This design comes from an exercise in tuning for small area, a short achievable clock period and few clock cycles per item on the open sky130 flow, not from production work.
Function was not checked in any run shown here: the RTL went through the layout flow alone.

==> flow/design.v (outline; a module is shown in full before it is edited, if it fits) <==
// module cordic_vec_top: 3528 lines
module cordic_vec_top (
    input  logic clk,
    input  logic rst_n,
    input  logic in_valid,
    output logic in_ready,
    input  logic signed [15:0] x_start,
    input  logic signed [15:0] y_start,
    output logic out_valid,
    input  logic out_ready,
    output logic signed [15:0] mag,
    output logic signed [31:0] theta
);
  // ...
==> flow/run.sh <==
#!/bin/bash
# synth_recipe.tcl (not shown) runs the flow's synth.tcl, then flattens the netlist and writes it again
# the make line also repeats each setting of config.mk as NAME=value (left out here)
make -C /OpenROAD-flow-scripts/flow DESIGN_CONFIG=/design/flow/config.mk WORK_HOME=/design/flow/orfs CLKGATE_MAP_FILE= SYNTH_SCRIPT=/design/flow/synth_recipe.tcl finish
==> flow/config.mk <==
export PLATFORM = sky130hd
export DESIGN_NAME = cordic_vec_top
export DESIGN_NICKNAME = cordic_vec_top
export VERILOG_FILES = /design/flow/design.v
export SDC_FILE = /design/flow/constraint.sdc
export NUM_CORES = 4
export LEC_CHECK = 0
export CAP_MARGIN = 20
export CORE_MARGIN = 2
export CORE_UTILIZATION = 40
export SLEW_MARGIN = 20
==> flow/constraint.sdc <==
create_clock -name core_clock -period 9.0 [get_ports {clk}]
set_input_delay 1.8000 -clock core_clock [delete_from_list [all_inputs] [get_ports {clk}]]
set_output_delay 1.8000 -clock core_clock [all_outputs]
set_load 0.01 [all_outputs]
==> impl_metrics.py, run 1 <==
metrics = {
    "grt": {
        "grt_use_met1_pct": 20.12,
        "grtUsageMet2_pct": 27.40,
        "first_global_vias": 27109,
        "first_pass_grt_wire_length_um": 135800,
    },
    "sta": {
        "final-max-slew-violation-count": 0,
        "timing.clock.skew_ns": 0.03755,
    },
    "synthesis": {
        "library_cell_occupying_the_most_area_in_the_post_synthesis_netlist": "edfxtp_1",
        "yosys_register_bits": 560,
        "synth_top_family_by_area": "adder cells",
        "postSynthNetCount": 4392,
        "synthesized_instance_count": 3888,
    },
    "worst_setup_path": {
        "timing.critical_path.fanout_max": 20,
        "rr_startpoint": "s8_y[8]",
        "cp.depth": 21,
        "worstPathCellList": "xnor2_1 -> ha_1 -> nand3_1 -> or3_1 -> a211o_1 -> o211a_2 -> xor2_1 -> ha_1 -> a21o_1 -> a21o_1 -> a211oi_1 -> nand4_1 -> mux2_4 -> nand2_2 -> xnor2_1 -> ha_1 -> a31o_2 -> a21o_1 -> a21o_1 -> a21oi_1 -> xnor2_1",
        "critical_path.slowest_cell": "edfxtp_1",
        "slowest_stage_delay_cp_ns": 0.84,
        "crit-reg2reg-capture": "s9_y[4]",
    },
    "cells_and_area": {
        "inverters_excl_clock": 328,
        "layout.cells.most_common": "edfxtp_1",
        "ant_diodes": 0,
        "clock_cell_share_of_area_pct": 4.952,
    },
    "die": {
        "floorplan.initialDensity_pct": 40.21,
    },
    "placed_design": {
        "dp.final_hpwl_um": 62310,
    },
    "clock_network": {
        "clock_buffer_depth": 3,
        "cts_root_buffer": "clkbuf_16",
        "cts-buffers-inserted": 68,
    },
    "hold_path": {
        "min_path_type": "flop to flop",
        "holdCritStartpoint": "s1_q[1]",
    },
    "outcome": {
        "outcome": "finished clean",
    },
    "detailed_routing": {
        "avgRoutedWirePerCell_um": 15.20,
        "dr_wl_met2_um": 39190,
        "route.top_layer_used": "met4",
    },
}
==> run 2: changes to the inputs <==
--- a/flow/design.v
+++ b/flow/design.v
@@ -3472,22 +3472,616 @@
     assign mu = {mc_153, mc_151, mc_149, mc_147, mc_145, mc_143, mc_141, mc_139, mc_137, mc_135, mc_133, mc_131, mc_129, mc_127, mc_125, mc_123, mc_121, mc_119, mc_117, mc_115, mc_113, mc_111, mc_109, mc_107, mc_105, mc_103, mc_101, 1'b1, s10_x[1], s10_x[0], 1'b0};
     assign mv = {mc_152, mc_150, mc_148, mc_146, mc_144, mc_142, mc_140, mc_138, mc_136, mc_134, mc_132, mc_130, mc_128, mc_126, mc_124, mc_122, mc_120, mc_118, mc_116, mc_114, mc_112, mc_110, mc_108, mc_106, mc_104, mc_102, mc_100, mc_99, 1'b0, 1'b0, 1'b0};
     assign zu = {zt0[31], zt0[30], zt0[29], zt0[28], zc_103, zc_101, zc_99, zc_97, zc_95, zc_93, zc_91, zc_89, zc_87, zc_85, zc_83, zc_81, zc_79, zc_77, zc_75, zc_73, zc_71, zc_69, zc_67, zc_65, zc_63, zc_61, zc_59, zc_57, zc_55, zc_53, zc_51, zc_1};
     assign zv = {s10_q[1], s10_q[0], 1'b0, zc_104, zc_102, zc_100, zc_98, zc_96, zc_94, zc_92, zc_90, zc_88, zc_86, zc_84, zc_82, zc_80, zc_78, zc_76, zc_74, zc_72, zc_70, zc_68, zc_66, zc_64, zc_62, zc_60, zc_58, zc_56, zc_54, zc_52, zc_50, zc_49};
     logic s11_v;
     logic [15:0] s11_mu, s11_mv;
     logic s11_mc;
     logic [31:0] s11_z;
+    wire mlow_1 = mu[0] ^ mv[0];
+    wire mlow_2 = mu[0] & mv[0];
+    wire mlow_3 = mu[1] ^ mv[1];
+    wire mlow_4 = mu[1] & mv[1];
+    wire mlow_5 = mu[2] ^ mv[2];
+    wire mlow_6 = mu[2] & mv[2];
+    wire mlow_7 = mu[3] ^ mv[3];
+    wire mlow_8 = mu[3] & mv[3];
+    wire mlow_9 = mu[4] ^ mv[4];
+    wire mlow_10 = mu[4] & mv[4];
+    wire mlow_11 = mu[5] ^ mv[5];
+    wire mlow_12 = mu[5] & mv[5];
+    wire mlow_13 = mu[6] ^ mv[6];
+    wire mlow_14 = mu[6] & mv[6];
+    wire mlow_15 = mu[7] ^ mv[7];
+    wire mlow_16 = mu[7] & mv[7];
+    wire mlow_17 = mu[8] ^ mv[8];
+    wire mlow_18 = mu[8] & mv[8];
+    wire mlow_19 = mu[9] ^ mv[9];
+    wire mlow_20 = mu[9] & mv[9];
+    wire mlow_21 = mu[10] ^ mv[10];
+    wire mlow_22 = mu[10] & mv[10];
+    wire mlow_23 = mu[11] ^ mv[11];
+    wire mlow_24 = mu[11] & mv[11];
+    wire mlow_25 = mu[12] ^ mv[12];
+    wire mlow_26 = mu[12] & mv[12];
+    wire mlow_27 = mu[13] ^ mv[13];
+    wire mlow_28 = mu[13] & mv[13];
+    wire mlow_29 = mu[14] ^ mv[14];
+    wire mlow_30 = mu[14] & mv[14];
+    wire mlow_31 = mlow_4 | (mlow_3 & mlow_2);
+    wire mlow_32 = mlow_3 & mlow_1;
+    wire mlow_33 = mlow_6 | (mlow_5 & mlow_4);
+    wire mlow_34 = mlow_5 & mlow_3;
+    wire mlow_35 = mlow_8 | (mlow_7 & mlow_6);
+    wire mlow_36 = mlow_7 & mlow_5;
+    wire mlow_37 = mlow_10 | (mlow_9 & mlow_8);
+    wire mlow_38 = mlow_9 & mlow_7;
+    wire mlow_39 = mlow_12 | (mlow_11 & mlow_10);
+    wire mlow_40 = mlow_11 & mlow_9;
+    wire mlow_41 = mlow_14 | (mlow_13 & mlow_12);
+    wire mlow_42 = mlow_13 & mlow_11;
+    wire mlow_43 = mlow_16 | (mlow_15 & mlow_14);
+    wire mlow_44 = mlow_15 & mlow_13;
+    wire mlow_45 = mlow_18 | (mlow_17 & mlow_16);
+    wire mlow_46 = mlow_17 & mlow_15;
+    wire mlow_47 = mlow_20 | (mlow_19 & mlow_18);
+    wire mlow_48 = mlow_19 & mlow_17;
+    wire mlow_49 = mlow_22 | (mlow_21 & mlow_20);
+    wire mlow_50 = mlow_21 & mlow_19;
+    wire mlow_51 = mlow_24 | (mlow_23 & mlow_22);
+    wire mlow_52 = mlow_23 & mlow_21;
+    wire mlow_53 = mlow_26 | (mlow_25 & mlow_24);
+    wire mlow_54 = mlow_25 & mlow_23;
+    wire mlow_55 = mlow_28 | (mlow_27 & mlow_26);
+    wire mlow_56 = mlow_27 & mlow_25;
+    wire mlow_57 = mlow_30 | (mlow_29 & mlow_28);
+    wire mlow_58 = mlow_29 & mlow_27;
+    wire mlow_59 = mlow_33 | (mlow_34 & mlow_2);
+    wire mlow_60 = mlow_35 | (mlow_36 & mlow_31);
+    wire mlow_61 = mlow_36 & mlow_32;
+    wire mlow_62 = mlow_37 | (mlow_38 & mlow_33);
+    wire mlow_63 = mlow_38 & mlow_34;
+    wire mlow_64 = mlow_39 | (mlow_40 & mlow_35);
+    wire mlow_65 = mlow_40 & mlow_36;
+    wire mlow_66 = mlow_41 | (mlow_42 & mlow_37);
+    wire mlow_67 = mlow_42 & mlow_38;
+    wire mlow_68 = mlow_43 | (mlow_44 & mlow_39);
+    wire mlow_69 = mlow_44 & mlow_40;
+    wire mlow_70 = mlow_45 | (mlow_46 & mlow_41);
+    wire mlow_71 = mlow_46 & mlow_42;
+    wire mlow_72 = mlow_47 | (mlow_48 & mlow_43);
+    wire mlow_73 = mlow_48 & mlow_44;
+    wire mlow_74 = mlow_49 | (mlow_50 & mlow_45);
+    wire mlow_75 = mlow_50 & mlow_46;
+    wire mlow_76 = mlow_51 | (mlow_52 & mlow_47);
+    wire mlow_77 = mlow_52 & mlow_48;
+    wire mlow_78 = mlow_53 | (mlow_54 & mlow_49);
+    wire mlow_79 = mlow_54 & mlow_50;
+    wire mlow_80 = mlow_55 | (mlow_56 & mlow_51);
+    wire mlow_81 = mlow_56 & mlow_52;
+    wire mlow_82 = mlow_57 | (mlow_58 & mlow_53);
+    wire mlow_83 = mlow_58 & mlow_54;
+    wire mlow_84 = mlow_62 | (mlow_63 & mlow_2);
+    wire mlow_85 = mlow_64 | (mlow_65 & mlow_31);
+    wire mlow_86 = mlow_66 | (mlow_67 & mlow_59);
+    wire mlow_87 = mlow_68 | (mlow_69 & mlow_60);
+    wire mlow_88 = mlow_69 & mlow_61;
+    wire mlow_89 = mlow_70 | (mlow_71 & mlow_62);
+    wire mlow_90 = mlow_71 & mlow_63;
+    wire mlow_91 = mlow_72 | (mlow_73 & mlow_64);
+    wire mlow_92 = mlow_73 & mlow_65;
+    wire mlow_93 = mlow_74 | (mlow_75 & mlow_66);
+    wire mlow_94 = mlow_75 & mlow_67;
+    wire mlow_95 = mlow_76 | (mlow_77 & mlow_68);
+    wire mlow_96 = mlow_77 & mlow_69;
+    wire mlow_97 = mlow_78 | (mlow_79 & mlow_70);
+    wire mlow_98 = mlow_79 & mlow_71;
+    wire mlow_99 = mlow_80 | (mlow_81 & mlow_72);
+    wire mlow_100 = mlow_81 & mlow_73;
+    wire mlow_101 = mlow_82 | (mlow_83 & mlow_74);
+    wire mlow_102 = mlow_83 & mlow_75;
+    wire mlow_103 = mlow_89 | (mlow_90 & mlow_2);
+    wire mlow_104 = mlow_91 | (mlow_92 & mlow_31);
+    wire mlow_105 = mlow_93 | (mlow_94 & mlow_59);
+    wire mlow_106 = mlow_95 | (mlow_96 & mlow_60);
+    wire mlow_107 = mlow_97 | (mlow_98 & mlow_84);
+    wire mlow_108 = mlow_99 | (mlow_100 & mlow_85);
+    wire mlow_109 = mlow_101 | (mlow_102 & mlow_86);
+    wire mlow_110 = mlow_3 ^ mlow_2;
+    wire mlow_111 = mlow_5 ^ mlow_31;
+    wire mlow_112 = mlow_7 ^ mlow_59;
+    wire mlow_113 = mlow_9 ^ mlow_60;
+    wire mlow_114 = mlow_11 ^ mlow_84;
+    wire mlow_115 = mlow_13 ^ mlow_85;
+    wire mlow_116 = mlow_15 ^ mlow_86;
+    wire mlow_117 = mlow_17 ^ mlow_87;
+    wire mlow_118 = mlow_19 ^ mlow_103;
+    wire mlow_119 = mlow_21 ^ mlow_104;
+    wire mlow_120 = mlow_23 ^ mlow_105;
+    wire mlow_121 = mlow_25 ^ mlow_106;
+    wire mlow_122 = mlow_27 ^ mlow_107;
+    wire mlow_123 = mlow_29 ^ mlow_108;
     logic [15:0] mlo;
-    assign mlo = {1'b0, mu[14:0]} + {1'b0, mv[14:0]};
-    always_ff @(posedge clk) if (adv) begin s11_mu <= mu[30:15]; s11_mv <= mv[30:15]; s11_mc <= mlo[15]; s11_z <= zu + zv; end
+    assign mlo = {mlow_109, mlow_123, mlow_122, mlow_121, mlow_120, mlow_119, mlow_118, mlow_117, mlow_116, mlow_115, mlow_114, mlow_113, mlow_112, mlow_111, mlow_110, mlow_1};
+    wire zsumw_1 = zu[0] ^ zv[0];
+    wire zsumw_2 = zu[0] & zv[0];
+    wire zsumw_3 = zu[1] ^ zv[1];
+    wire zsumw_4 = zu[1] & zv[1];
+    wire zsumw_5 = zu[2] ^ zv[2];
+    wire zsumw_6 = zu[2] & zv[2];
+    wire zsumw_7 = zu[3] ^ zv[3];
+    wire zsumw_8 = zu[3] & zv[3];
+    wire zsumw_9 = zu[4] ^ zv[4];
+    wire zsumw_10 = zu[4] & zv[4];
+    wire zsumw_11 = zu[5] ^ zv[5];
+    wire zsumw_12 = zu[5] & zv[5];
+    wire zsumw_13 = zu[6] ^ zv[6];
+    wire zsumw_14 = zu[6] & zv[6];
+    wire zsumw_15 = zu[7] ^ zv[7];
+    wire zsumw_16 = zu[7] & zv[7];
+    wire zsumw_17 = zu[8] ^ zv[8];
+    wire zsumw_18 = zu[8] & zv[8];
+    wire zsumw_19 = zu[9] ^ zv[9];
+    wire zsumw_20 = zu[9] & zv[9];
+    wire zsumw_21 = zu[10] ^ zv[10];
+    wire zsumw_22 = zu[10] & zv[10];
+    wire zsumw_23 = zu[11] ^ zv[11];
+    wire zsumw_24 = zu[11] & zv[11];
+    wire zsumw_25 = zu[12] ^ zv[12];
+    wire zsumw_26 = zu[12] & zv[12];
+    wire zsumw_27 = zu[13] ^ zv[13];
+    wire zsumw_28 = zu[13] & zv[13];
+    wire zsumw_29 = zu[14] ^ zv[14];
+    wire zsumw_30 = zu[14] & zv[14];
+    wire zsumw_31 = zu[15] ^ zv[15];
+    wire zsumw_32 = zu[15] & zv[15];
+    wire zsumw_33 = zu[16] ^ zv[16];
+    wire zsumw_34 = zu[16] & zv[16];
+    wire zsumw_35 = zu[17] ^ zv[17];
+    wire zsumw_36 = zu[17] & zv[17];
+    wire zsumw_37 = zu[18] ^ zv[18];
+    wire zsumw_38 = zu[18] & zv[18];
+    wire zsumw_39 = zu[19] ^ zv[19];
+    wire zsumw_40 = zu[19] & zv[19];
+    wire zsumw_41 = zu[20] ^ zv[20];
+    wire zsumw_42 = zu[20] & zv[20];
+    wire zsumw_43 = zu[21] ^ zv[21];
+    wire zsumw_44 = zu[21] & zv[21];
+    wire zsumw_45 = zu[22] ^ zv[22];
+    wire zsumw_46 = zu[22] & zv[22];
+    wire zsumw_47 = zu[23] ^ zv[23];
+    wire zsumw_48 = zu[23] & zv[23];
+    wire zsumw_49 = zu[24] ^ zv[24];
+    wire zsumw_50 = zu[24] & zv[24];
+    wire zsumw_51 = zu[25] ^ zv[25];
+    wire zsumw_52 = zu[25] & zv[25];
+    wire zsumw_53 = zu[26] ^ zv[26];
+    wire zsumw_54 = zu[26] & zv[26];
+    wire zsumw_55 = zu[27] ^ zv[27];
+    wire zsumw_56 = zu[27] & zv[27];
+    wire zsumw_57 = zu[28] ^ zv[28];
+    wire zsumw_58 = zu[28] & zv[28];
+    wire zsumw_59 = zu[29] ^ zv[29];
+    wire zsumw_60 = zu[29] & zv[29];
+    wire zsumw_61 = zu[30] ^ zv[30];
+    wire zsumw_62 = zu[30] & zv[30];
+    wire zsumw_63 = zu[31] ^ zv[31];
+    wire zsumw_64 = zu[31] & zv[31];
+    wire zsumw_65 = zsumw_4 | (zsumw_3 & zsumw_2);
+    wire zsumw_66 = zsumw_3 & zsumw_1;
+    wire zsumw_67 = zsumw_6 | (zsumw_5 & zsumw_4);
+    wire zsumw_68 = zsumw_5 & zsumw_3;
+    wire zsumw_69 = zsumw_8 | (zsumw_7 & zsumw_6);
+    wire zsumw_70 = zsumw_7 & zsumw_5;
+    wire zsumw_71 = zsumw_10 | (zsumw_9 & zsumw_8);
+    wire zsumw_72 = zsumw_9 & zsumw_7;
+    wire zsumw_73 = zsumw_12 | (zsumw_11 & zsumw_10);
+    wire zsumw_74 = zsumw_11 & zsumw_9;
+    wire zsumw_75 = zsumw_14 | (zsumw_13 & zsumw_12);
+    wire zsumw_76 = zsumw_13 & zsumw_11;
+    wire zsumw_77 = zsumw_16 | (zsumw_15 & zsumw_14);
+    wire zsumw_78 = zsumw_15 & zsumw_13;
+    wire zsumw_79 = zsumw_18 | (zsumw_17 & zsumw_16);
+    wire zsumw_80 = zsumw_17 & zsumw_15;
+    wire zsumw_81 = zsumw_20 | (zsumw_19 & zsumw_18);
+    wire zsumw_82 = zsumw_19 & zsumw_17;
+    wire zsumw_83 = zsumw_22 | (zsumw_21 & zsumw_20);
+    wire zsumw_84 = zsumw_21 & zsumw_19;
+    wire zsumw_85 = zsumw_24 | (zsumw_23 & zsumw_22);
+    wire zsumw_86 = zsumw_23 & zsumw_21;
+    wire zsumw_87 = zsumw_26 | (zsumw_25 & zsumw_24);
+    wire zsumw_88 = zsumw_25 & zsumw_23;
+    wire zsumw_89 = zsumw_28 | (zsumw_27 & zsumw_26);
+    wire zsumw_90 = zsumw_27 & zsumw_25;
+    wire zsumw_91 = zsumw_30 | (zsumw_29 & zsumw_28);
+    wire zsumw_92 = zsumw_29 & zsumw_27;
+    wire zsumw_93 = zsumw_32 | (zsumw_31 & zsumw_30);
+    wire zsumw_94 = zsumw_31 & zsumw_29;
+    wire zsumw_95 = zsumw_34 | (zsumw_33 & zsumw_32);
+    wire zsumw_96 = zsumw_33 & zsumw_31;
+    wire zsumw_97 = zsumw_36 | (zsumw_35 & zsumw_34);
+    wire zsumw_98 = zsumw_35 & zsumw_33;
+    wire zsumw_99 = zsumw_38 | (zsumw_37 & zsumw_36);
+    wire zsumw_100 = zsumw_37 & zsumw_35;
+    wire zsumw_101 = zsumw_40 | (zsumw_39 & zsumw_38);
+    wire zsumw_102 = zsumw_39 & zsumw_37;
+    wire zsumw_103 = zsumw_42 | (zsumw_41 & zsumw_40);
+    wire zsumw_104 = zsumw_41 & zsumw_39;
+    wire zsumw_105 = zsumw_44 | (zsumw_43 & zsumw_42);
+    wire zsumw_106 = zsumw_43 & zsumw_41;
+    wire zsumw_107 = zsumw_46 | (zsumw_45 & zsumw_44);
+    wire zsumw_108 = zsumw_45 & zsumw_43;
+    wire zsumw_109 = zsumw_48 | (zsumw_47 & zsumw_46);
+    wire zsumw_110 = zsumw_47 & zsumw_45;
+    wire zsumw_111 = zsumw_50 | (zsumw_49 & zsumw_48);
+    wire zsumw_112 = zsumw_49 & zsumw_47;
+    wire zsumw_113 = zsumw_52 | (zsumw_51 & zsumw_50);
+    wire zsumw_114 = zsumw_51 & zsumw_49;
+    wire zsumw_115 = zsumw_54 | (zsumw_53 & zsumw_52);
+    wire zsumw_116 = zsumw_53 & zsumw_51;
+    wire zsumw_117 = zsumw_56 | (zsumw_55 & zsumw_54);
+    wire zsumw_118 = zsumw_55 & zsumw_53;
+    wire zsumw_119 = zsumw_58 | (zsumw_57 & zsumw_56);
+    wire zsumw_120 = zsumw_57 & zsumw_55;
+    wire zsumw_121 = zsumw_60 | (zsumw_59 & zsumw_58);
+    wire zsumw_122 = zsumw_59 & zsumw_57;
+    wire zsumw_123 = zsumw_62 | (zsumw_61 & zsumw_60);
+    wire zsumw_124 = zsumw_61 & zsumw_59;
+    wire zsumw_125 = zsumw_64 | (zsumw_63 & zsumw_62);
+    wire zsumw_126 = zsumw_63 & zsumw_61;
+    wire zsumw_127 = zsumw_67 | (zsumw_68 & zsumw_2);
+    wire zsumw_128 = zsumw_69 | (zsumw_70 & zsumw_65);
+    wire zsumw_129 = zsumw_70 & zsumw_66;
+    wire zsumw_130 = zsumw_71 | (zsumw_72 & zsumw_67);
+    wire zsumw_131 = zsumw_72 & zsumw_68;
+    wire zsumw_132 = zsumw_73 | (zsumw_74 & zsumw_69);
+    wire zsumw_133 = zsumw_74 & zsumw_70;
+    wire zsumw_134 = zsumw_75 | (zsumw_76 & zsumw_71);
+    wire zsumw_135 = zsumw_76 & zsumw_72;
+    wire zsumw_136 = zsumw_77 | (zsumw_78 & zsumw_73);
+    wire zsumw_137 = zsumw_78 & zsumw_74;
+    wire zsumw_138 = zsumw_79 | (zsumw_80 & zsumw_75);
+    wire zsumw_139 = zsumw_80 & zsumw_76;
+    wire zsumw_140 = zsumw_81 | (zsumw_82 & zsumw_77);
+    wire zsumw_141 = zsumw_82 & zsumw_78;
+    wire zsumw_142 = zsumw_83 | (zsumw_84 & zsumw_79);
+    wire zsumw_143 = zsumw_84 & zsumw_80;
+    wire zsumw_144 = zsumw_85 | (zsumw_86 & zsumw_81);
+    wire zsumw_145 = zsumw_86 & zsumw_82;
+    wire zsumw_146 = zsumw_87 | (zsumw_88 & zsumw_83);
+    wire zsumw_147 = zsumw_88 & zsumw_84;
+    wire zsumw_148 = zsumw_89 | (zsumw_90 & zsumw_85);
+    wire zsumw_149 = zsumw_90 & zsumw_86;
+    wire zsumw_150 = zsumw_91 | (zsumw_92 & zsumw_87);
+    wire zsumw_151 = zsumw_92 & zsumw_88;
+    wire zsumw_152 = zsumw_93 | (zsumw_94 & zsumw_89);
+    wire zsumw_153 = zsumw_94 & zsumw_90;
+    wire zsumw_154 = zsumw_95 | (zsumw_96 & zsumw_91);
+    wire zsumw_155 = zsumw_96 & zsumw_92;
+    wire zsumw_156 = zsumw_97 | (zsumw_98 & zsumw_93);
+    wire zsumw_157 = zsumw_98 & zsumw_94;
+    wire zsumw_158 = zsumw_99 | (zsumw_100 & zsumw_95);
+    wire zsumw_159 = zsumw_100 & zsumw_96;
+    wire zsumw_160 = zsumw_101 | (zsumw_102 & zsumw_97);
+    wire zsumw_161 = zsumw_102 & zsumw_98;
+    wire zsumw_162 = zsumw_103 | (zsumw_104 & zsumw_99);
+    wire zsumw_163 = zsumw_104 & zsumw_100;
+    wire zsumw_164 = zsumw_105 | (zsumw_106 & zsumw_101);
+    wire zsumw_165 = zsumw_106 & zsumw_102;
+    wire zsumw_166 = zsumw_107 | (zsumw_108 & zsumw_103);
+    wire zsumw_167 = zsumw_108 & zsumw_104;
+    wire zsumw_168 = zsumw_109 | (zsumw_110 & zsumw_105);
+    wire zsumw_169 = zsumw_110 & zsumw_106;
+    wire zsumw_170 = zsumw_111 | (zsumw_112 & zsumw_107);
+    wire zsumw_171 = zsumw_112 & zsumw_108;
+    wire zsumw_172 = zsumw_113 | (zsumw_114 & zsumw_109);
+    wire zsumw_173 = zsumw_114 & zsumw_110;
+    wire zsumw_174 = zsumw_115 | (zsumw_116 & zsumw_111);
+    wire zsumw_175 = zsumw_116 & zsumw_112;
+    wire zsumw_176 = zsumw_117 | (zsumw_118 & zsumw_113);
+    wire zsumw_177 = zsumw_118 & zsumw_114;
+    wire zsumw_178 = zsumw_119 | (zsumw_120 & zsumw_115);
+    wire zsumw_179 = zsumw_120 & zsumw_116;
+    wire zsumw_180 = zsumw_121 | (zsumw_122 & zsumw_117);
+    wire zsumw_181 = zsumw_122 & zsumw_118;
+    wire zsumw_182 = zsumw_123 | (zsumw_124 & zsumw_119);
+    wire zsumw_183 = zsumw_124 & zsumw_120;
+    wire zsumw_184 = zsumw_125 | (zsumw_126 & zsumw_121);
+    wire zsumw_185 = zsumw_126 & zsumw_122;
+    wire zsumw_186 = zsumw_130 | (zsumw_131 & zsumw_2);
+    wire zsumw_187 = zsumw_132 | (zsumw_133 & zsumw_65);
+    wire zsumw_188 = zsumw_134 | (zsumw_135 & zsumw_127);
+    wire zsumw_189 = zsumw_136 | (zsumw_137 & zsumw_128);
+    wire zsumw_190 = zsumw_137 & zsumw_129;
+    wire zsumw_191 = zsumw_138 | (zsumw_139 & zsumw_130);
+    wire zsumw_192 = zsumw_139 & zsumw_131;
+    wire zsumw_193 = zsumw_140 | (zsumw_141 & zsumw_132);
+    wire zsumw_194 = zsumw_141 & zsumw_133;
+    wire zsumw_195 = zsumw_142 | (zsumw_143 & zsumw_134);
+    wire zsumw_196 = zsumw_143 & zsumw_135;
+    wire zsumw_197 = zsumw_144 | (zsumw_145 & zsumw_136);
+    wire zsumw_198 = zsumw_145 & zsumw_137;
+    wire zsumw_199 = zsumw_146 | (zsumw_147 & zsumw_138);
+    wire zsumw_200 = zsumw_147 & zsumw_139;
+    wire zsumw_201 = zsumw_148 | (zsumw_149 & zsumw_140);
+    wire zsumw_202 = zsumw_149 & zsumw_141;
+    wire zsumw_203 = zsumw_150 | (zsumw_151 & zsumw_142);
+    wire zsumw_204 = zsumw_151 & zsumw_143;
+    wire zsumw_205 = zsumw_152 | (zsumw_153 & zsumw_144);
+    wire zsumw_206 = zsumw_153 & zsumw_145;
+    wire zsumw_207 = zsumw_154 | (zsumw_155 & zsumw_146);
+    wire zsumw_208 = zsumw_155 & zsumw_147;
+    wire zsumw_209 = zsumw_156 | (zsumw_157 & zsumw_148);
+    wire zsumw_210 = zsumw_157 & zsumw_149;
+    wire zsumw_211 = zsumw_158 | (zsumw_159 & zsumw_150);
+    wire zsumw_212 = zsumw_159 & zsumw_151;
+    wire zsumw_213 = zsumw_160 | (zsumw_161 & zsumw_152);
+    wire zsumw_214 = zsumw_161 & zsumw_153;
+    wire zsumw_215 = zsumw_162 | (zsumw_163 & zsumw_154);
+    wire zsumw_216 = zsumw_163 & zsumw_155;
+    wire zsumw_217 = zsumw_164 | (zsumw_165 & zsumw_156);
+    wire zsumw_218 = zsumw_165 & zsumw_157;
+    wire zsumw_219 = zsumw_166 | (zsumw_167 & zsumw_158);
+    wire zsumw_220 = zsumw_167 & zsumw_159;
+    wire zsumw_221 = zsumw_168 | (zsumw_169 & zsumw_160);
+    wire zsumw_222 = zsumw_169 & zsumw_161;
+    wire zsumw_223 = zsumw_170 | (zsumw_171 & zsumw_162);
+    wire zsumw_224 = zsumw_171 & zsumw_163;
+    wire zsumw_225 = zsumw_172 | (zsumw_173 & zsumw_164);
+    wire zsumw_226 = zsumw_173 & zsumw_165;
+    wire zsumw_227 = zsumw_174 | (zsumw_175 & zsumw_166);
+    wire zsumw_228 = zsumw_175 & zsumw_167;
+    wire zsumw_229 = zsumw_176 | (zsumw_177 & zsumw_168);
+    wire zsumw_230 = zsumw_177 & zsumw_169;
+    wire zsumw_231 = zsumw_178 | (zsumw_179 & zsumw_170);
+    wire zsumw_232 = zsumw_179 & zsumw_171;
+    wire zsumw_233 = zsumw_180 | (zsumw_181 & zsumw_172);
+    wire zsumw_234 = zsumw_181 & zsumw_173;
+    wire zsumw_235 = zsumw_182 | (zsumw_183 & zsumw_174);
+    wire zsumw_236 = zsumw_183 & zsumw_175;
+    wire zsumw_237 = zsumw_184 | (zsumw_185 & zsumw_176);
+    wire zsumw_238 = zsumw_185 & zsumw_177;
+    wire zsumw_239 = zsumw_191 | (zsumw_192 & zsumw_2);
+    wire zsumw_240 = zsumw_193 | (zsumw_194 & zsumw_65);
+    wire zsumw_241 = zsumw_195 | (zsumw_196 & zsumw_127);
+    wire zsumw_242 = zsumw_197 | (zsumw_198 & zsumw_128);
+    wire zsumw_243 = zsumw_199 | (zsumw_200 & zsumw_186);
+    wire zsumw_244 = zsumw_201 | (zsumw_202 & zsumw_187);
+    wire zsumw_245 = zsumw_203 | (zsumw_204 & zsumw_188);
+    wire zsumw_246 = zsumw_205 | (zsumw_206 & zsumw_189);
+    wire zsumw_247 = zsumw_206 & zsumw_190;
+    wire zsumw_248 = zsumw_207 | (zsumw_208 & zsumw_191);
+    wire zsumw_249 = zsumw_208 & zsumw_192;
+    wire zsumw_250 = zsumw_209 | (zsumw_210 & zsumw_193);
+    wire zsumw_251 = zsumw_210 & zsumw_194;
+    wire zsumw_252 = zsumw_211 | (zsumw_212 & zsumw_195);
+    wire zsumw_253 = zsumw_212 & zsumw_196;
+    wire zsumw_254 = zsumw_213 | (zsumw_214 & zsumw_197);
+    wire zsumw_255 = zsumw_214 & zsumw_198;
+    wire zsumw_256 = zsumw_215 | (zsumw_216 & zsumw_199);
+    wire zsumw_257 = zsumw_216 & zsumw_200;
+    wire zsumw_258 = zsumw_217 | (zsumw_218 & zsumw_201);
+    wire zsumw_259 = zsumw_218 & zsumw_202;
+    wire zsumw_260 = zsumw_219 | (zsumw_220 & zsumw_203);
+    wire zsumw_261 = zsumw_220 & zsumw_204;
+    wire zsumw_262 = zsumw_221 | (zsumw_222 & zsumw_205);
+    wire zsumw_263 = zsumw_222 & zsumw_206;
+    wire zsumw_264 = zsumw_223 | (zsumw_224 & zsumw_207);
+    wire zsumw_265 = zsumw_224 & zsumw_208;
+    wire zsumw_266 = zsumw_225 | (zsumw_226 & zsumw_209);
+    wire zsumw_267 = zsumw_226 & zsumw_210;
+    wire zsumw_268 = zsumw_227 | (zsumw_228 & zsumw_211);
+    wire zsumw_269 = zsumw_228 & zsumw_212;
+    wire zsumw_270 = zsumw_229 | (zsumw_230 & zsumw_213);
+    wire zsumw_271 = zsumw_230 & zsumw_214;
+    wire zsumw_272 = zsumw_231 | (zsumw_232 & zsumw_215);
+    wire zsumw_273 = zsumw_232 & zsumw_216;
+    wire zsumw_274 = zsumw_233 | (zsumw_234 & zsumw_217);
+    wire zsumw_275 = zsumw_234 & zsumw_218;
+    wire zsumw_276 = zsumw_235 | (zsumw_236 & zsumw_219);
+    wire zsumw_277 = zsumw_236 & zsumw_220;
+    wire zsumw_278 = zsumw_237 | (zsumw_238 & zsumw_221);
+    wire zsumw_279 = zsumw_238 & zsumw_222;
+    wire zsumw_280 = zsumw_248 | (zsumw_249 & zsumw_2);
+    wire zsumw_281 = zsumw_250 | (zsumw_251 & zsumw_65);
+    wire zsumw_282 = zsumw_252 | (zsumw_253 & zsumw_127);
+    wire zsumw_283 = zsumw_254 | (zsumw_255 & zsumw_128);
+    wire zsumw_284 = zsumw_256 | (zsumw_257 & zsumw_186);
+    wire zsumw_285 = zsumw_258 | (zsumw_259 & zsumw_187);
+    wire zsumw_286 = zsumw_260 | (zsumw_261 & zsumw_188);
+    wire zsumw_287 = zsumw_262 | (zsumw_263 & zsumw_189);
+    wire zsumw_288 = zsumw_264 | (zsumw_265 & zsumw_239);
+    wire zsumw_289 = zsumw_266 | (zsumw_267 & zsumw_240);
+    wire zsumw_290 = zsumw_268 | (zsumw_269 & zsumw_241);
+    wire zsumw_291 = zsumw_270 | (zsumw_271 & zsumw_242);
+    wire zsumw_292 = zsumw_272 | (zsumw_273 & zsumw_243);
+    wire zsumw_293 = zsumw_274 | (zsumw_275 & zsumw_244);
+    wire zsumw_294 = zsumw_276 | (zsumw_277 & zsumw_245);
+    wire zsumw_295 = zsumw_278 | (zsumw_279 & zsumw_246);
+    wire zsumw_296 = zsumw_279 & zsumw_247;
+    wire zsumw_297 = zsumw_3 ^ zsumw_2;
+    wire zsumw_298 = zsumw_5 ^ zsumw_65;
+    wire zsumw_299 = zsumw_7 ^ zsumw_127;
+    wire zsumw_300 = zsumw_9 ^ zsumw_128;
+    wire zsumw_301 = zsumw_11 ^ zsumw_186;
+    wire zsumw_302 = zsumw_13 ^ zsumw_187;
+    wire zsumw_303 = zsumw_15 ^ zsumw_188;
+    wire zsumw_304 = zsumw_17 ^ zsumw_189;
+    wire zsumw_305 = zsumw_19 ^ zsumw_239;
+    wire zsumw_306 = zsumw_21 ^ zsumw_240;
+    wire zsumw_307 = zsumw_23 ^ zsumw_241;
+    wire zsumw_308 = zsumw_25 ^ zsumw_242;
+    wire zsumw_309 = zsumw_27 ^ zsumw_243;
+    wire zsumw_310 = zsumw_29 ^ zsumw_244;
+    wire zsumw_311 = zsumw_31 ^ zsumw_245;
+    wire zsumw_312 = zsumw_33 ^ zsumw_246;
+    wire zsumw_313 = zsumw_35 ^ zsumw_280;
+    wire zsumw_314 = zsumw_37 ^ zsumw_281;
+    wire zsumw_315 = zsumw_39 ^ zsumw_282;
+    wire zsumw_316 = zsumw_41 ^ zsumw_283;
+    wire zsumw_317 = zsumw_43 ^ zsumw_284;
+    wire zsumw_318 = zsumw_45 ^ zsumw_285;
+    wire zsumw_319 = zsumw_47 ^ zsumw_286;
+    wire zsumw_320 = zsumw_49 ^ zsumw_287;
+    wire zsumw_321 = zsumw_51 ^ zsumw_288;
+    wire zsumw_322 = zsumw_53 ^ zsumw_289;
+    wire zsumw_323 = zsumw_55 ^ zsumw_290;
+    wire zsumw_324 = zsumw_57 ^ zsumw_291;
+    wire zsumw_325 = zsumw_59 ^ zsumw_292;
+    wire zsumw_326 = zsumw_61 ^ zsumw_293;
+    wire zsumw_327 = zsumw_63 ^ zsumw_294;
+    logic [31:0] zsum;
+    assign zsum = {zsumw_327, zsumw_326, zsumw_325, zsumw_324, zsumw_323, zsumw_322, zsumw_321, zsumw_320, zsumw_319, zsumw_318, zsumw_317, zsumw_316, zsumw_315, zsumw_314, zsumw_313, zsumw_312, zsumw_311, zsumw_310, zsumw_309, zsumw_308, zsumw_307, zsumw_306, zsumw_305, zsumw_304, zsumw_303, zsumw_302, zsumw_301, zsumw_300, zsumw_299, zsumw_298, zsumw_297, zsumw_1};
+    always_ff @(posedge clk) if (adv) begin s11_mu <= mu[30:15]; s11_mv <= mv[30:15]; s11_mc <= mlo[15]; s11_z <= zsum; end
     logic [15:0] f_mag;
     logic [31:0] f_theta;
-    assign f_mag = s11_mu + s11_mv + {15'd0, s11_mc};
+    wire msumw_1 = s11_mu[0] ^ s11_mv[0];
+    wire msumw_2 = s11_mu[0] & s11_mv[0];
+    wire msumw_3 = s11_mu[1] ^ s11_mv[1];
+    wire msumw_4 = s11_mu[1] & s11_mv[1];
+    wire msumw_5 = s11_mu[2] ^ s11_mv[2];
+    wire msumw_6 = s11_mu[2] & s11_mv[2];
+    wire msumw_7 = s11_mu[3] ^ s11_mv[3];
+    wire msumw_8 = s11_mu[3] & s11_mv[3];
+    wire msumw_9 = s11_mu[4] ^ s11_mv[4];
+    wire msumw_10 = s11_mu[4] & s11_mv[4];
+    wire msumw_11 = s11_mu[5] ^ s11_mv[5];
+    wire msumw_12 = s11_mu[5] & s11_mv[5];
+    wire msumw_13 = s11_mu[6] ^ s11_mv[6];
+    wire msumw_14 = s11_mu[6] & s11_mv[6];
+    wire msumw_15 = s11_mu[7] ^ s11_mv[7];
+    wire msumw_16 = s11_mu[7] & s11_mv[7];
+    wire msumw_17 = s11_mu[8] ^ s11_mv[8];
+    wire msumw_18 = s11_mu[8] & s11_mv[8];
+    wire msumw_19 = s11_mu[9] ^ s11_mv[9];
+    wire msumw_20 = s11_mu[9] & s11_mv[9];
+    wire msumw_21 = s11_mu[10] ^ s11_mv[10];
+    wire msumw_22 = s11_mu[10] & s11_mv[10];
+    wire msumw_23 = s11_mu[11] ^ s11_mv[11];
+    wire msumw_24 = s11_mu[11] & s11_mv[11];
+    wire msumw_25 = s11_mu[12] ^ s11_mv[12];
+    wire msumw_26 = s11_mu[12] & s11_mv[12];
+    wire msumw_27 = s11_mu[13] ^ s11_mv[13];
+    wire msumw_28 = s11_mu[13] & s11_mv[13];
+    wire msumw_29 = s11_mu[14] ^ s11_mv[14];
+    wire msumw_30 = s11_mu[14] & s11_mv[14];
+    wire msumw_31 = s11_mu[15] ^ s11_mv[15];
+    wire msumw_32 = s11_mu[15] & s11_mv[15];
+    wire msumw_33 = msumw_2 | (msumw_1 & s11_mc);
+    wire msumw_34 = msumw_4 | (msumw_3 & msumw_2);
+    wire msumw_35 = msumw_3 & msumw_1;
+    wire msumw_36 = msumw_6 | (msumw_5 & msumw_4);
+    wire msumw_37 = msumw_5 & msumw_3;
+    wire msumw_38 = msumw_8 | (msumw_7 & msumw_6);
+    wire msumw_39 = msumw_7 & msumw_5;
+    wire msumw_40 = msumw_10 | (msumw_9 & msumw_8);
+    wire msumw_41 = msumw_9 & msumw_7;
+    wire msumw_42 = msumw_12 | (msumw_11 & msumw_10);
+    wire msumw_43 = msumw_11 & msumw_9;
+    wire msumw_44 = msumw_14 | (msumw_13 & msumw_12);
+    wire msumw_45 = msumw_13 & msumw_11;
+    wire msumw_46 = msumw_16 | (msumw_15 & msumw_14);
+    wire msumw_47 = msumw_15 & msumw_13;
+    wire msumw_48 = msumw_18 | (msumw_17 & msumw_16);
+    wire msumw_49 = msumw_17 & msumw_15;
+    wire msumw_50 = msumw_20 | (msumw_19 & msumw_18);
+    wire msumw_51 = msumw_19 & msumw_17;
+    wire msumw_52 = msumw_22 | (msumw_21 & msumw_20);
+    wire msumw_53 = msumw_21 & msumw_19;
+    wire msumw_54 = msumw_24 | (msumw_23 & msumw_22);
+    wire msumw_55 = msumw_23 & msumw_21;
+    wire msumw_56 = msumw_26 | (msumw_25 & msumw_24);
+    wire msumw_57 = msumw_25 & msumw_23;
+    wire msumw_58 = msumw_28 | (msumw_27 & msumw_26);
+    wire msumw_59 = msumw_27 & msumw_25;
+    wire msumw_60 = msumw_30 | (msumw_29 & msumw_28);
+    wire msumw_61 = msumw_29 & msumw_27;
+    wire msumw_62 = msumw_32 | (msumw_31 & msumw_30);
+    wire msumw_63 = msumw_31 & msumw_29;
+    wire msumw_64 = msumw_34 | (msumw_35 & s11_mc);
+    wire msumw_65 = msumw_36 | (msumw_37 & msumw_33);
+    wire msumw_66 = msumw_38 | (msumw_39 & msumw_34);
+    wire msumw_67 = msumw_39 & msumw_35;
+    wire msumw_68 = msumw_40 | (msumw_41 & msumw_36);
+    wire msumw_69 = msumw_41 & msumw_37;
+    wire msumw_70 = msumw_42 | (msumw_43 & msumw_38);
+    wire msumw_71 = msumw_43 & msumw_39;
+    wire msumw_72 = msumw_44 | (msumw_45 & msumw_40);
+    wire msumw_73 = msumw_45 & msumw_41;
+    wire msumw_74 = msumw_46 | (msumw_47 & msumw_42);
+    wire msumw_75 = msumw_47 & msumw_43;
+    wire msumw_76 = msumw_48 | (msumw_49 & msumw_44);
+    wire msumw_77 = msumw_49 & msumw_45;
+    wire msumw_78 = msumw_50 | (msumw_51 & msumw_46);
+    wire msumw_79 = msumw_51 & msumw_47;
+    wire msumw_80 = msumw_52 | (msumw_53 & msumw_48);
+    wire msumw_81 = msumw_53 & msumw_49;
+    wire msumw_82 = msumw_54 | (msumw_55 & msumw_50);
+    wire msumw_83 = msumw_55 & msumw_51;
+    wire msumw_84 = msumw_56 | (msumw_57 & msumw_52);
+    wire msumw_85 = msumw_57 & msumw_53;
+    wire msumw_86 = msumw_58 | (msumw_59 & msumw_54);
+    wire msumw_87 = msumw_59 & msumw_55;
+    wire msumw_88 = msumw_60 | (msumw_61 & msumw_56);
+    wire msumw_89 = msumw_61 & msumw_57;
+    wire msumw_90 = msumw_62 | (msumw_63 & msumw_58);
+    wire msumw_91 = msumw_63 & msumw_59;
+    wire msumw_92 = msumw_66 | (msumw_67 & s11_mc);
+    wire msumw_93 = msumw_68 | (msumw_69 & msumw_33);
+    wire msumw_94 = msumw_70 | (msumw_71 & msumw_64);
+    wire msumw_95 = msumw_72 | (msumw_73 & msumw_65);
+    wire msumw_96 = msumw_74 | (msumw_75 & msumw_66);
+    wire msumw_97 = msumw_75 & msumw_67;
+    wire msumw_98 = msumw_76 | (msumw_77 & msumw_68);
+    wire msumw_99 = msumw_77 & msumw_69;
+    wire msumw_100 = msumw_78 | (msumw_79 & msumw_70);
+    wire msumw_101 = msumw_79 & msumw_71;
+    wire msumw_102 = msumw_80 | (msumw_81 & msumw_72);
+    wire msumw_103 = msumw_81 & msumw_73;
+    wire msumw_104 = msumw_82 | (msumw_83 & msumw_74);
+    wire msumw_105 = msumw_83 & msumw_75;
+    wire msumw_106 = msumw_84 | (msumw_85 & msumw_76);
+    wire msumw_107 = msumw_85 & msumw_77;
+    wire msumw_108 = msumw_86 | (msumw_87 & msumw_78);
+    wire msumw_109 = msumw_87 & msumw_79;
+    wire msumw_110 = msumw_88 | (msumw_89 & msumw_80);
+    wire msumw_111 = msumw_89 & msumw_81;
+    wire msumw_112 = msumw_90 | (msumw_91 & msumw_82);
+    wire msumw_113 = msumw_91 & msumw_83;
+    wire msumw_114 = msumw_96 | (msumw_97 & s11_mc);
+    wire msumw_115 = msumw_98 | (msumw_99 & msumw_33);
+    wire msumw_116 = msumw_100 | (msumw_101 & msumw_64);
+    wire msumw_117 = msumw_102 | (msumw_103 & msumw_65);
+    wire msumw_118 = msumw_104 | (msumw_105 & msumw_92);
+    wire msumw_119 = msumw_106 | (msumw_107 & msumw_93);
+    wire msumw_120 = msumw_108 | (msumw_109 & msumw_94);
+    wire msumw_121 = msumw_110 | (msumw_111 & msumw_95);
+    wire msumw_122 = msumw_112 | (msumw_113 & msumw_96);
+    wire msumw_123 = msumw_113 & msumw_97;
+    wire msumw_124 = msumw_122 | (msumw_123 & s11_mc);
+    wire msumw_125 = msumw_1 ^ s11_mc;
+    wire msumw_126 = msumw_3 ^ msumw_33;
+    wire msumw_127 = msumw_5 ^ msumw_64;
+    wire msumw_128 = msumw_7 ^ msumw_65;
+    wire msumw_129 = msumw_9 ^ msumw_92;
+    wire msumw_130 = msumw_11 ^ msumw_93;
+    wire msumw_131 = msumw_13 ^ msumw_94;
+    wire msumw_132 = msumw_15 ^ msumw_95;
+    wire msumw_133 = msumw_17 ^ msumw_114;
+    wire msumw_134 = msumw_19 ^ msumw_115;
+    wire msumw_135 = msumw_21 ^ msumw_116;
+    wire msumw_136 = msumw_23 ^ msumw_117;
+    wire msumw_137 = msumw_25 ^ msumw_118;
+    wire msumw_138 = msumw_27 ^ msumw_119;
+    wire msumw_139 = msumw_29 ^ msumw_120;
+    wire msumw_140 = msumw_31 ^ msumw_121;
+    logic [15:0] msum;
+    assign msum = {msumw_140, msumw_139, msumw_138, msumw_137, msumw_136, msumw_135, msumw_134, msumw_133, msumw_132, msumw_131, msumw_130, msumw_129, msumw_128, msumw_127, msumw_126, msumw_125};
+    assign f_mag = msum;
     assign f_theta = s11_z;
     always_ff @(posedge clk or negedge rst_n) begin
         if (!rst_n) begin
             s0_v <= 1'b0;
             s1_v <= 1'b0;
             s2_v <= 1'b0;
             s3_v <= 1'b0;
             s4_v <= 1'b0;
==> flow/config.mk (replaced) <==
export PLATFORM = sky130hd
export DESIGN_NAME = cordic_vec_top
export DESIGN_NICKNAME = cordic_vec_top
export VERILOG_FILES = /design/flow/design.v
export SDC_FILE = /design/flow/constraint.sdc
export NUM_CORES = 4
export LEC_CHECK = 0
export ABC_CLOCK_PERIOD_IN_PS = 2000
export CAP_MARGIN = 20
export CORE_MARGIN = 2
export CORE_UTILIZATION = 40
export SLEW_MARGIN = 20
==> run 2 against run 1 <==
- sequential share of layout area increased by 0.20 points
- still clean on timing, DRC and antenna
- area after synthesis decreased by 0.84%
- via count decreased by 2.4%
- routed wire length decreased by 2.2%
- die area decreased by 0.83%
- flip-flop and latch count unchanged
- clock-buffer cell count decreased by 9
- non-clock buffer count increased by 1
- core utilization increased by 0.34 points
==> impl_metrics.py, run 2 <==
metrics = {
    "outcome": {
        "outcome": "finished clean",
    },
    "synthesis": {
        "synthMostInstantiatedCell": "edfxtp_1",
        "synth_edf_count": 514,
        "yosysUniqueCellTypes": 99,
        "library_cell_occupying_the_most_area_in_the_post_synthesis_netlist": "edfxtp_1",
        "synth_seq_area_share_pct": 40.55,
        "synthTopCellsByCount": "edfxtp_1, xnor2_1, ha_1, inv_1, a21oi_1",
        "yosys.area.top_type_share_pct": 38.10,
        "synth_top_cells_by_area": "edfxtp_1, ha_1, xnor2_1",
        "yosys_register_bits": 560,
        "total_number_of_yosys_warnings": 1,
        "synth_top_flop_cell": "edfxtp_1",
        "ys_async_sr_fraction_pct": 2.500,
        "synth.avg_cell_area_um2": 10.66,
        "synthesized_instance_count": 3800,
        "synthesis.area_um2": 40510,
        "postSynthNetCount": 4304,
    },
    "detailed_routing": {
        "drt_first_pass_iters": 5,
        "drtIter0Drc": 1427,
        "drt-total-wl_um": 79870,
        "via_count": 26835,
        "ant_nets": 0,
        "route.detailed.vias_per_inst": 5.073,
        "drc_errors": 0,
        "avgRoutedWirePerCell_um": 15.10,
    },
    "placed_design": {
        "place.gp.congestion": 0.8316,
        "port-buffer-count": 84,
        "dp.final_hpwl_um": 60920,
    },
    "clock_network": {
        "clkSlewWorstSetupHoldPaths_ns": 0.06,
        "worst_skew_pair.late_latency_ns": 0.65,
        "cts_setup_buffers": 0,
        "clock_buffer_depth": 3,
        "cts_htree_levels": 3,
        "cts.repair.resized": 0,
        "cts-buffers-inserted": 70,
        "clkSinkCount": 560,
        "total_of_hold_buffers_inserted_after_clock_tree_synthesis": 0,
        "cts_tree": "done",
        "cts_root_buffer": "clkbuf_16",
    },
    "cells_and_area": {
        "design.final.nets": 4380,
        "reg_top3": "o_theta: 31 flops, s11_z: 31 flops",
        "ant_diodes": 0,
        "layout-area-overhead-vs-synth_pct": 11.49,
        "commonest_non_fill_non_tap_cells_in_the_layout": "edfxtp_1, xnor2_1, ha_1, inv_1, a21oi_1",
        "drive_above_1_share_pct": 6.102,
        "layout.cells.most_common": "edfxtp_1",
    },
    "sta": {
        "setup_total_negative_slack_ns": 0,
        "slew_headroom_pct": 37.02,
        "worstMarginPinSlew_ns": 0.9447,
        "final.min_clock_period_ns": 6.164,
        "finalSetupViolations": 0,
        "max_clk_rate_mhz": 162.2,
        "final-max-slew-violation-count": 0,
        "grt_setup_unrepaired": "false",
        "min_period_over_period_pct": 68.49,
        "timing_hold_violations_final": 0,
        "timing.clock.skew_ns": 0.04284,
        "hold_slack_ns": 0.4119,
    },
    "worst_setup_path": {
        "critPathRequiredTime_ns": 9.38,
        "cpMostUsedCell": "a21o_1",
        "critPathKind": "flop to flop",
        "setup.worst_path.end_class": "flop",
        "cp.depth": 21,
        "slowest_stage_delay_cp_ns": 0.86,
        "cp-endpoint": "s9_x[13]",
        "timing.critical_path.fanout_max": 21,
        "cp_top_family": "compound AO/OA/AOI/OAI gates",
        "critical_path.slowest_cell": "edfxtp_1",
        "worst-r2r-setup-slack_ns": 2.84,
        "crit-reg2reg-capture": "s9_x[13]",
        "cp-startpoint": "s8_y[8]",
        "critPathArrivalTime_ns": 6.55,
        "worstPathCellList": "xnor2_1 -> ha_1 -> a21o_1 -> a21o_1 -> o21a_1 -> o211ai_2 -> xnor2_1 -> ha_1 -> a21o_1 -> a21o_1 -> a221o_1 -> a31oi_1 -> mux2i_1 -> xor2_1 -> buf_4 -> ha_1 -> nand2_1 -> nor3b_1 -> nand4_1 -> nand2b_1 -> xnor2_1",
        "rr_startpoint": "s8_y[8]",
        "timing.critical_path.buf_inv": 1,
        "kind_of_launch_point_of_the_worst_setup_path": "flop",
        "timing.reg2reg.worst_path_depth": 21,
    },
    "flow_run": {
        "cap_viol_max_count": 0,
    },
    "grt": {
        "grt_max_degree": 168,
        "antenna_violations_before_repair": 0,
        "aggregate_global_route_resource_usage_pct": 15.65,
        "grt_overflow": 0,
        "first_pass_grt_wire_length_um": 134000,
        "first_global_vias": 26674,
    },
    "hold_path": {
        "holdCritStartpoint": "s11_z[24]",
        "min_path_type": "flop to flop",
    },
    "die": {
        "design.portCount": 86,
        "floorplan.core_area_um2": 100300,
        "cell_rows": 116,
        "floorplan.initialDensity_pct": 40.39,
        "die_y_um": 322.2,
        "fp.dieArea_um2": 103800,
        "chipWidth_um": 322.2,
    },
}
==> run 2: cell count changes after synthesis, sizes merged, moves of 9 or more <==
cell	delta
a21oi	+9
nand3	-22
xnor2	-16
nor2	-48
xor2	+25
and3	+10
o21bai	+11
nand2	-29
a21o	+29
a211o	-9
nor2b	-9
nor3b	+11
==> run 2: worst min-delay path by stage <==
| stage | end | slack, ns | depth (start not counted) |
|---|---|---|---|
| 4_1_cts | o_theta[2] | 0.41 | 0 |
| 5_1_grt | s7_d[1] | 0.41 | 0 |
| 3_5_place_dp | s10_d[6] | 0.40 | 0 |
| 2_1_floorplan | o_theta[10] | 0.40 | 0 |
| 6_report | o_theta[24] | 0.41 | 0 |
| 3_3_place_gp | o_theta[26] | 0.40 | 0 |
==> run 2: kinds of logic (layout without fill, tap and decap cells) <==
kind of cell	count (synthesis)	after routing	share of synthesized area [%]
simple gates	870	870	11.07
compound gates	756	756	12.18
xor+xnor	640	640	13.86
flops	560	560	40.55
fa+ha+maj	468	468	16.20
buf+inv	425	558	3.991
mux	80	80	2.147
other cells	1	1	0.009258
==> run 2: worst reg2reg max path, cell delays in order (launching register included) <==
cell      delay, ns
edfxtp_1       0.86
xnor2_1        0.16
ha_1           0.36
a21o_1         0.17
a21o_1         0.21
o21a_1         0.22
o211ai_2       0.72
xnor2_1        0.17
ha_1           0.40
a21o_1         0.19
a21o_1         0.18
a221o_1        0.35
a31oi_1        0.14
mux2i_1        0.10
xor2_1         0.18
buf_4          0.23
ha_1           0.21
nand2_1        0.07
nor3b_1        0.43
nand4_1        0.23
nand2b_1       0.22
xnor2_1        0.12
==> run 2: stage by stage <==
stage	instance area [um^2]	cells	setup WS [ns]	util, %
5_1_grt	45160	5290	2.253	45.03
6_report	45160	5290	2.836	45.03
3_3_place_gp	42820	5161	2.863	42.70
2_1_floorplan	40510	3800	2.387	-
4_1_cts	45160	5290	2.794	45.03
3_5_place_dp	42820	5161	2.770	42.70
==> run 2: final cells by class <==
cell class	count	area (um^2)
sequential	560	16430
inverter	327	1227
timing repair buffer	102	1001
clock buffer	83	1822
fill	9419	55130
multi-input combinational	2815	22470
clock inverter	46	516.7
tap	1357	1698
==> run 2: routing by layer <==
layer / up-vias / share of wire [%] / routed length (um) / global-route usage [%]
met3: 148 / 3.5 / 2765 / 2.612
met2: 380 / 48 / 38240 / 27.08
met1: 12644 / 45 / 36240 / 19.74
met5: - / 0 / 0 / 0
li1: 13663 / - / - / -
met4: 0 / 3.3 / 2625 / 5.410
==> run 3: changes to the inputs <==
--- a/flow/config.mk
+++ b/flow/config.mk
@@ -9,4 +9,5 @@
 export CAP_MARGIN = 20
 export CORE_MARGIN = 2
 export CORE_UTILIZATION = 40
+export SETUP_SLACK_MARGIN = 5
 export SLEW_MARGIN = 20
==> run 3 against run 2 <==
- core utilization rose by 4.2 points
- first-iteration DRC count down 2.0%
- still clean
- area after synthesis unchanged
- clock-buffer cell count rose by 5
- critical path depth grew 1
- hold slack got worse by 0.0049 ns
- critical path type unchanged
- maximum frequency up 24%
- non-clock buffer count is 227 higher
- flip-flop and latch count did not move
- routed wire length grew 8.1%
==> impl_metrics.py, run 3 <==
metrics = {
    "sta": {
        "timing.clock.skew_ns": 0.03918,
        "finalSetupViolations": 0,
        "final-max-slew-violation-count": 0,
        "grt_setup_unrepaired": "true",
        "min_period_over_period_pct": 55.13,
        "max_clk_rate_mhz": 201.5,
        "worstMarginPinSlew_ns": 0.8981,
        "final.min_clock_period_ns": 4.962,
        "setup_total_negative_slack_ns": 0,
        "timing_hold_violations_final": 0,
        "post-route-worst-setup-slack_ns": 4.038,
        "slew_headroom_pct": 39.57,
    },
    "cells_and_area": {
        "final_design_area_no_fill_um2": 49350,
        "layout-area-overhead-vs-synth_pct": 21.83,
        "reg_top3": "o_theta: 31 flops, s11_z: 31 flops",
        "design.final.nets": 4606,
        "drive_above_1_share_pct": 18.35,
        "finish.cell_count_without_fillers": 5514,
        "ant_diodes": 0,
        "commonest_non_fill_non_tap_cells_in_the_layout": "edfxtp_1, xnor2_1, ha_1, inv_1, xor2_1",
        "layout.cells.most_common": "edfxtp_1",
    },
    "placed_design": {
        "dpl_cell_area_um2": 43330,
        "placedCellCount": 5163,
        "preCtsSetupSlack_ns": 2.701,
        "port-buffer-count": 84,
        "dp.final_hpwl_um": 61480,
        "place.gp.congestion": 0.8521,
    },
    "synthesis": {
        "yosys.area.top_type_share_pct": 38.10,
        "yosys_register_bits": 560,
        "synthMostInstantiatedCell": "edfxtp_1",
        "synth_top_cells_by_area": "edfxtp_1, ha_1, xnor2_1",
        "synth.avg_cell_area_um2": 10.66,
        "synth_edf_count": 514,
        "postSynthNetCount": 4304,
        "synthTopCellsByCount": "edfxtp_1, xnor2_1, ha_1, inv_1, a21oi_1",
        "synth_top_flop_cell": "edfxtp_1",
        "total_number_of_yosys_warnings": 1,
        "synthesized_instance_count": 3800,
        "synthesis.area_um2": 40510,
        "yosysUniqueCellTypes": 99,
        "library_cell_occupying_the_most_area_in_the_post_synthesis_netlist": "edfxtp_1",
        "synth_seq_area_share_pct": 40.55,
        "ys_async_sr_fraction_pct": 2.500,
    },
    "hold_path": {
        "min_path_type": "flop to flop",
    },
    "outcome": {
        "outcome": "finished clean",
    },
    "grt": {
        "antenna_violations_before_repair": 0,
        "first_global_vias": 27722,
        "grt_max_degree": 132,
        "aggregate_global_route_resource_usage_pct": 16.36,
        "grt_overflow": 0,
        "first_pass_grt_wire_length_um": 139600,
    },
    "detailed_routing": {
        "drt_first_pass_iters": 8,
        "avgRoutedWirePerCell_um": 15.65,
        "drtIter0Drc": 1399,
        "drt-total-wl_um": 86300,
        "route.detailed.vias_per_inst": 5.127,
        "via_count": 28269,
        "ant_nets": 0,
        "drc_errors": 0,
    },
    "clock_network": {
        "clkSinkCount": 560,
        "clkSlewWorstSetupHoldPaths_ns": 0.06,
        "total_of_hold_buffers_inserted_after_clock_tree_synthesis": 0,
        "clock_buffer_depth": 3,
        "cts-buffers-inserted": 68,
        "worst_skew_pair.late_latency_ns": 0.65,
        "cts_root_buffer": "clkbuf_16",
        "cts_htree_levels": 3,
        "cts_tree": "done",
    },
    "worst_setup_path": {
        "critPathArrivalTime_ns": 5.34,
        "setup.worst_path.end_class": "flop",
        "kind_of_launch_point_of_the_worst_setup_path": "flop",
        "critPathRequiredTime_ns": 9.37,
        "critPathKind": "flop to flop",
        "timing.critical_path.fanout_max": 6,
    },
    "die": {
        "cell_rows": 116,
        "floorplan.core_area_um2": 100300,
        "floorplan.initialDensity_pct": 40.39,
        "fp.dieArea_um2": 103800,
        "chipWidth_um": 322.2,
        "die_y_um": 322.2,
        "design.portCount": 86,
    },
    "flow_run": {
        "cap_viol_max_count": 0,
    },
}
run 3: final cells by class:
type,instances,area [um^2]
fillers,8986,50940
multi-input cells,2816,24710
flip-flops and latches,560,16430
repair buffers,329,3020
clock buffers,88,1808
well taps,1357,1698
inverters,327,1244
clock inverters,37,442.9
run 3: worst paths after layout:
path | start | end | slack [ns] | depth (start not counted)
worst max-delay path | s8_y[8] | s9_y[5] | 4.04 | 22
worst min-delay path | s5_d[2] | s6_d[2] | 0.41 | 0
worst max register to register | s8_y[8] | s9_y[5] | 4.04 | 22
worst min register to register | s5_d[2] | s6_d[2] | 0.41 | 0
max in group asynchronous | rst_n | s1_v | 7.04 | 1
min in group asynchronous | rst_n | i_v | 1.57 | 1
run 3: layer usage:
| metal | vias up | GRT usage (%) | share of wire (%) |
|---|---|---|---|
| li1 | 14135 | - | - |
| met2 | 422 | 29.07 | 50 |
| met4 | 0 | 4.829 | 2.6 |
| met5 | - | 0 | 0 |
| met3 | 132 | 2.505 | 3.3 |
| met1 | 13580 | 20.45 | 44 |
run 3: cell families after synthesis:
family                     synth area share, %
DFF                                      40.55
AOI/OAI and AO/OA                        12.18
xor gates and xnor gates                 13.86
and+or+nand+nor                          11.07
buffers and inverters                    3.991
muxes                                    2.147
adders and majority gates                16.20
other                                 0.009258
run 3: worst max-delay path: stages, from the launching register on:
cell and delay, ns:
edfxtp_1 0.49, xnor2_1 0.17, ha_1 0.31, a21o_1 0.17, a21o_1 0.18, o21a_1 0.23
o211ai_4 0.20, buf_12 0.16, xnor2_4 0.12, ha_4 0.22, a21o_1 0.15, a21o_1 0.17
a221o_1 0.33, a31oi_1 0.19, mux2i_2 0.13, xor2_4 0.18, buf_12 0.17, xnor2_2 0.12
ha_1 0.33, or2_2 0.33, a21oi_2 0.16, a31oi_2 0.05, xnor2_1 0.13
run 3: what timing repair did:
item,in CTS,in global routing
setup buffers,149,73
setup endpoints to repair,112,255
gates resized for setup,199,183
pin swaps,121,115
gates cloned,3,1
hold endpoints to repair,0,0
run 3: metrics by stage:
step	util [%]	hold slack (ns)
after global placement	43.20	0.4006
final	49.21	0.4070
after floorplan	-	0.4003
after global routing	49.21	0.4159
after detailed placement	43.20	0.4045
after CTS	47.68	0.3981

==> afterwards: timing with drivers on the ports <==
Ports are ideal in the flow. The routed layouts listed here were re-timed in OpenROAD. Step 1 assumes that a clkbuf_16 drives the clock port and a buf_2 every other input. Step 2 moves the port delays by t, midway between the first and last clock arrival at a register: inputs arrive t later, outputs are due t later. That takes back most of the time a late clock gives input paths. a / b / c = no drivers / after step 1 / after step 2; a / b = the first two.
run	t, ns	setup WS [ns]	worst setup path at the end	latest minus earliest clock arrival (ns)	slew at the worst register clock pin (ns)
run 1	0.701	2.986 / 2.986 / 2.986	register to register	0.043 / 0.044	0.07 / 0.07
run 2	0.693	2.836 / 2.836 / 2.836	register to register	0.045 / 0.045	0.06 / 0.06
run 3	0.692	4.038 / 4.038 / 4.038	register to register	0.042 / 0.042	0.06 / 0.06
After both steps every run listed still meets setup and hold.
